This is an optimization exercise on Yosys and OpenROAD, whose aim is small area, a short achievable clock period and few clock cycles per item, not a production implementation.
Only simulation tests tie the RTL to the original design; equivalence was not proved.

wip/quartz:
==> flow/design.v (excerpt) <==
module CordicAccelerator(
  input         clock,
  input         reset,
  input         cmd_valid,
  output        cmd_ready,
  input  [6:0]  cmd_funct,
  input  [4:0]  cmd_rd,
  input  [63:0] cmd_rs1,
  input  [63:0] cmd_rs2,
  output        resp_valid,
  input         resp_ready,
  output [4:0]  resp_rd,
  output [63:0] resp_data,
  output        busy
);
==> flow/config.mk <==
export PLATFORM = sky130hd
export DESIGN_NAME = CordicAccelerator
export DESIGN_NICKNAME = CordicAccelerator
export VERILOG_FILES = /design/flow/design.v
export SDC_FILE = /design/flow/constraint.sdc
export NUM_CORES = 8
export LEC_CHECK = 0
export CAP_MARGIN = 20
export CORE_MARGIN = 2
export CORE_UTILIZATION = 60
export SETUP_SLACK_MARGIN = 2.4
export SLEW_MARGIN = 20
==> flow/constraint.sdc <==
create_clock -name core_clock -period 6.0 [get_ports {clock}]
set_input_delay 1.2000 -clock core_clock [delete_from_list [all_inputs] [get_ports {clock}]]
set_output_delay 1.2000 -clock core_clock [all_outputs]
set_load 0.01 [all_outputs]
run.sh (not shown) runs the stock make flow with config.mk's settings and CLKGATE_MAP_FILE= SYNTH_SCRIPT=/design/flow/synth_recipe.tcl, a recipe that flattens the netlist after the stock synthesis.
wip/quartz reached the end of the flow, and the finished layout is clean on the timing, DRC and antenna checks.
Testbench counts of wip/quartz, summed over its fixed seeds: cycles 1,856, items 1,600.
Setup changes, wip/quartz to wip/delta
- SETUP_SLACK_MARGIN changed from 2.4 to 2.6
Notes after the runs:
wip/delta: no failed stages, no open violations at the end
Post-route worst setup slack ended up 0.063 ns higher on wip/delta than on wip/quartz.
The final worst-path cycle share reported for wip/delta is smaller than that of wip/quartz by 1.0 points.
The worst hold slack number comes out lower for wip/delta vs wip/quartz.
Relative to wip/quartz, sum of met3 wire segment lengths after detailed routing increased by 5.4% in wip/delta.
Against wip/quartz as the reference, wip/delta delivers a higher met2 track demand over resource.
Edits applied to the flow inputs when going from wip/delta to wip/amber:
- SETUP_SLACK_MARGIN changed from 2.6 to 2.5
- CTS_BUF_LIST newly set to sky130_fd_sc_hd__clkbuf_4 sky130_fd_sc_hd__clkbuf_8
--- outcome ---
Compared with wip/delta, wip/amber shows a higher sequential share of cell area. The post-route cell area of wip/amber was superior to that of wip/delta. Per the comparison of wip/amber with wip/delta, area of placed instances saw little to no change.
Edits applied to the flow inputs when going from wip/amber to wip/juniper:
- setting ABC_AREA to 1 for the first time
[summary]
- The final reports for wip/juniper and wip/amber show design area higher in the former.
- Compared with wip/amber, wip/juniper shows half-perimeter wire length of the detailed placement result that has gone up by a little under 10%.
- From wip/amber to wip/juniper the numbers moved as follows: die area picked up an extra 27000 um2; register-to-register slack picked up an extra 0.08 ns; worst clock skew picked up an extra 0.0090 ns.

* * *

## v58
Another version of the RTL of CordicAccelerator (not shown whole).
For scale: ~14,000 cells after synthesis, ~2,500 flip-flops, roughly 140,000 um2 of cells after synthesis.
Settings: LEC_CHECK=0, CAP_MARGIN=20, CORE_MARGIN=2, CORE_UTILIZATION=55, CTS_BUF_LIST=sky130_fd_sc_hd__clkbuf_8 sky130_fd_sc_hd__clkbuf_16, CTS_CLUSTER_DIAMETER=80, CTS_CLUSTER_SIZE=30, GPL_ROUTABILITY_DRIVEN=0, PLACE_DENSITY=0.55, SETUP_SLACK_MARGIN=2.5, SLEW_MARGIN=20; clock period 6.0 ns.
Testbench counts of v58, summed over its fixed seeds: cycles 1,856, items 1,600.
The inputs of v46 differ from those of v58 as listed below.
- CORE_UTILIZATION: 55 -> 60
- PLACE_DENSITY: 0.55 -> 0.66
Notes after the runs:
Going from v58 to v46, global-route usage shows an increase of 4.9 points. Synthesis-to-finish area growth on v46 is down relative to v58.
### v46 -> v42
- clearing GPL_ROUTABILITY_DRIVEN, which used to be 0
- clearing CTS_CLUSTER_SIZE, which used to be 30
- swapping sky130_fd_sc_hd__clkbuf_8 sky130_fd_sc_hd__clkbuf_16 for sky130_fd_sc_hd__clkbuf_4 sky130_fd_sc_hd__clkbuf_8 in CTS_BUF_LIST
- swapping 60 for 70 in CORE_UTILIZATION
- clearing CTS_CLUSTER_DIAMETER, which used to be 80
- swapping 0.66 for 0.75 in PLACE_DENSITY
### Flow results
v42 ended with more core utilization than v46.
Per the comparison of v42 with v46, fmax -4.0%; post-cts resize count decreased by about 3% relative to the old numbers; first-pass GRT wire length now sits higher.
Pin slew with the least headroom to its limit: v42 < v46
Compared with v46, v42 shows a count of plain and timing-repair buffers in the layout that is about 5% higher.
Looking only at total number of cells along the worst setup path, and setting everything else aside, the higher value of v42 and v46 goes to v46.
[inputs] v33 vs v42
- CTS_CLUSTER_DIAMETER: unset -> 80
- CTS_BUF_LIST: sky130_fd_sc_hd__clkbuf_4 sky130_fd_sc_hd__clkbuf_8 -> sky130_fd_sc_hd__clkbuf_8 sky130_fd_sc_hd__clkbuf_16
- CTS_CLUSTER_SIZE: unset -> 30
- PLACE_DENSITY: 0.75 -> unset
- CORE_UTILIZATION: 70 -> 60
- GPL_ROUTABILITY_DRIVEN: unset -> 0
Notes after the runs:
When the final numbers for v42 and v33 were put side by side, the cell row count turned out to be greater in v33.
Between v42 and v33, the flow reports number of non-clock buffers in the layout decreasing by a few percent.
From v42 to v33 the numbers moved as follows: number of nets at the end of the flow -1.8%; count of inserted tapcells +386; detailed-route wire length -24,000 um.
Cmp v33 vs v42: share of the final layout cell area in sequential cells higher in v33
Any difference in cell area after technology mapping between v33 and v42 is small enough to ignore.
> inputs changed (v33 -> v5)
- clearing CTS_CLUSTER_DIAMETER, which used to be 80
- clearing GPL_ROUTABILITY_DRIVEN, which used to be 0
- clearing CTS_CLUSTER_SIZE, which used to be 30
- swapping sky130_fd_sc_hd__clkbuf_8 sky130_fd_sc_hd__clkbuf_16 for sky130_fd_sc_hd__clkbuf_4 sky130_fd_sc_hd__clkbuf_8 in CTS_BUF_LIST
--- outcome ---
No stage failed in v5, and the final checks on the layout all came back clean. As far as placed instance area is concerned, v33 and v5 perform about the same. Looking at startpoint of the most critical setup path, the p25_x[0] result is from v33; the p1_d1 one comes from v5. v5 against v33: cell count rose by about 3%, count of inverters not on the clock network in the layout barely changed, share of the clock period used by the worst path after layout level. On first-iteration detailed-routing DRC count: between v33 and v5, it ends up lower for v5. Diff v33..v5 | fraction of the mapped netlist area in simple logic gates | negligible. Going from v33 to v5, global-route usage now sits higher; area share of buffers outside the clock network now sits at about the same level; fraction of met1 tracks used by global routing now sits higher.
The inputs of v21 differ from those of v5 as listed below.
- CTS_CLUSTER_SIZE now 30, previously not set
- CTS_CLUSTER_DIAMETER now 80, previously not set
- SETUP_SLACK_MARGIN now 2.6, was 2.5
- CTS_BUF_LIST now sky130_fd_sc_hd__clkbuf_8 sky130_fd_sc_hd__clkbuf_16, was sky130_fd_sc_hd__clkbuf_4 sky130_fd_sc_hd__clkbuf_8
[summary]
- Compared with v5, in v21 met3 demand-to-capacity share in global routing -1.6 points, CTS clock-pin slew for the worst setup and hold paths moved up.
- Number of setup buffers added after CTS (higher): v21
- Post-placement worst setup slack: v21 worse than v5
- For v21, the cell type of the slowest stage on the worst timing path was sky130_fd_sc_hd__dfxtp_4, unlike v5, where it was sky130_fd_sc_hd__or3_4.
- The setup slack of v21 is smaller than that of v5.
- v5 reports its last element of the critical path as p2_z[11] while v21 reports h_data[31].
- The launch point of the worst path comes out p31_d in one run and p1_d1 in the other, namely in v21 and v5 respectively.

## re-timing with driven ports
In the flow no input, the clock included, has a driving cell. The finished layouts below were timed again as built, in two steps. Step 1: set_driving_cell puts a clkbuf_16 on clock and a buf_2 on each other input, an assumption about the parent block. Step 2, shift: input delay + t, output delay - t, t = (earliest + latest rising clock arrival at the registers) / 2. This alone moves slack from input paths to output paths. a / b / c = no drivers / after step 1 / after step 2; a / b = the first two.
run	t (ns)	slack for setup (ns)	worst setup path after step 2	worst register clock-pin slew, ns
wip/quartz	0.985	2.355 / 2.338 / 1.424	input to register	0.07 / 0.07
wip/delta	0.996	2.418 / 2.343 / 1.527	input to register	0.07 / 0.07
wip/amber	1.151	2.317 / 2.228 / 1.469	input to register	0.07 / 0.07
wip/juniper	1.168	2.464 / 2.365 / 1.623	input to register	0.07 / 0.07
v58	0.895	2.390 / 2.390 / 1.791	input to register	0.11 / 0.11
v46	0.941	2.368 / 2.368 / 1.626	input to register	0.11 / 0.11
v42	1.188	2.218 / 2.218 / 1.470	input to register	0.08 / 0.08
v33	0.919	2.384 / 2.384 / 1.797	input to register	0.11 / 0.11
v5	1.171	2.381 / 2.327 / 1.622	input to register	0.07 / 0.07
v21	0.907	2.318 / 2.312 / 1.853	input to register	0.11 / 0.11
After both steps setup and hold are still met in every run listed. For wip/quartz, which loses most, drivers alone change the setup slack by -0.017 ns; drivers and shift together by -0.931 ns.
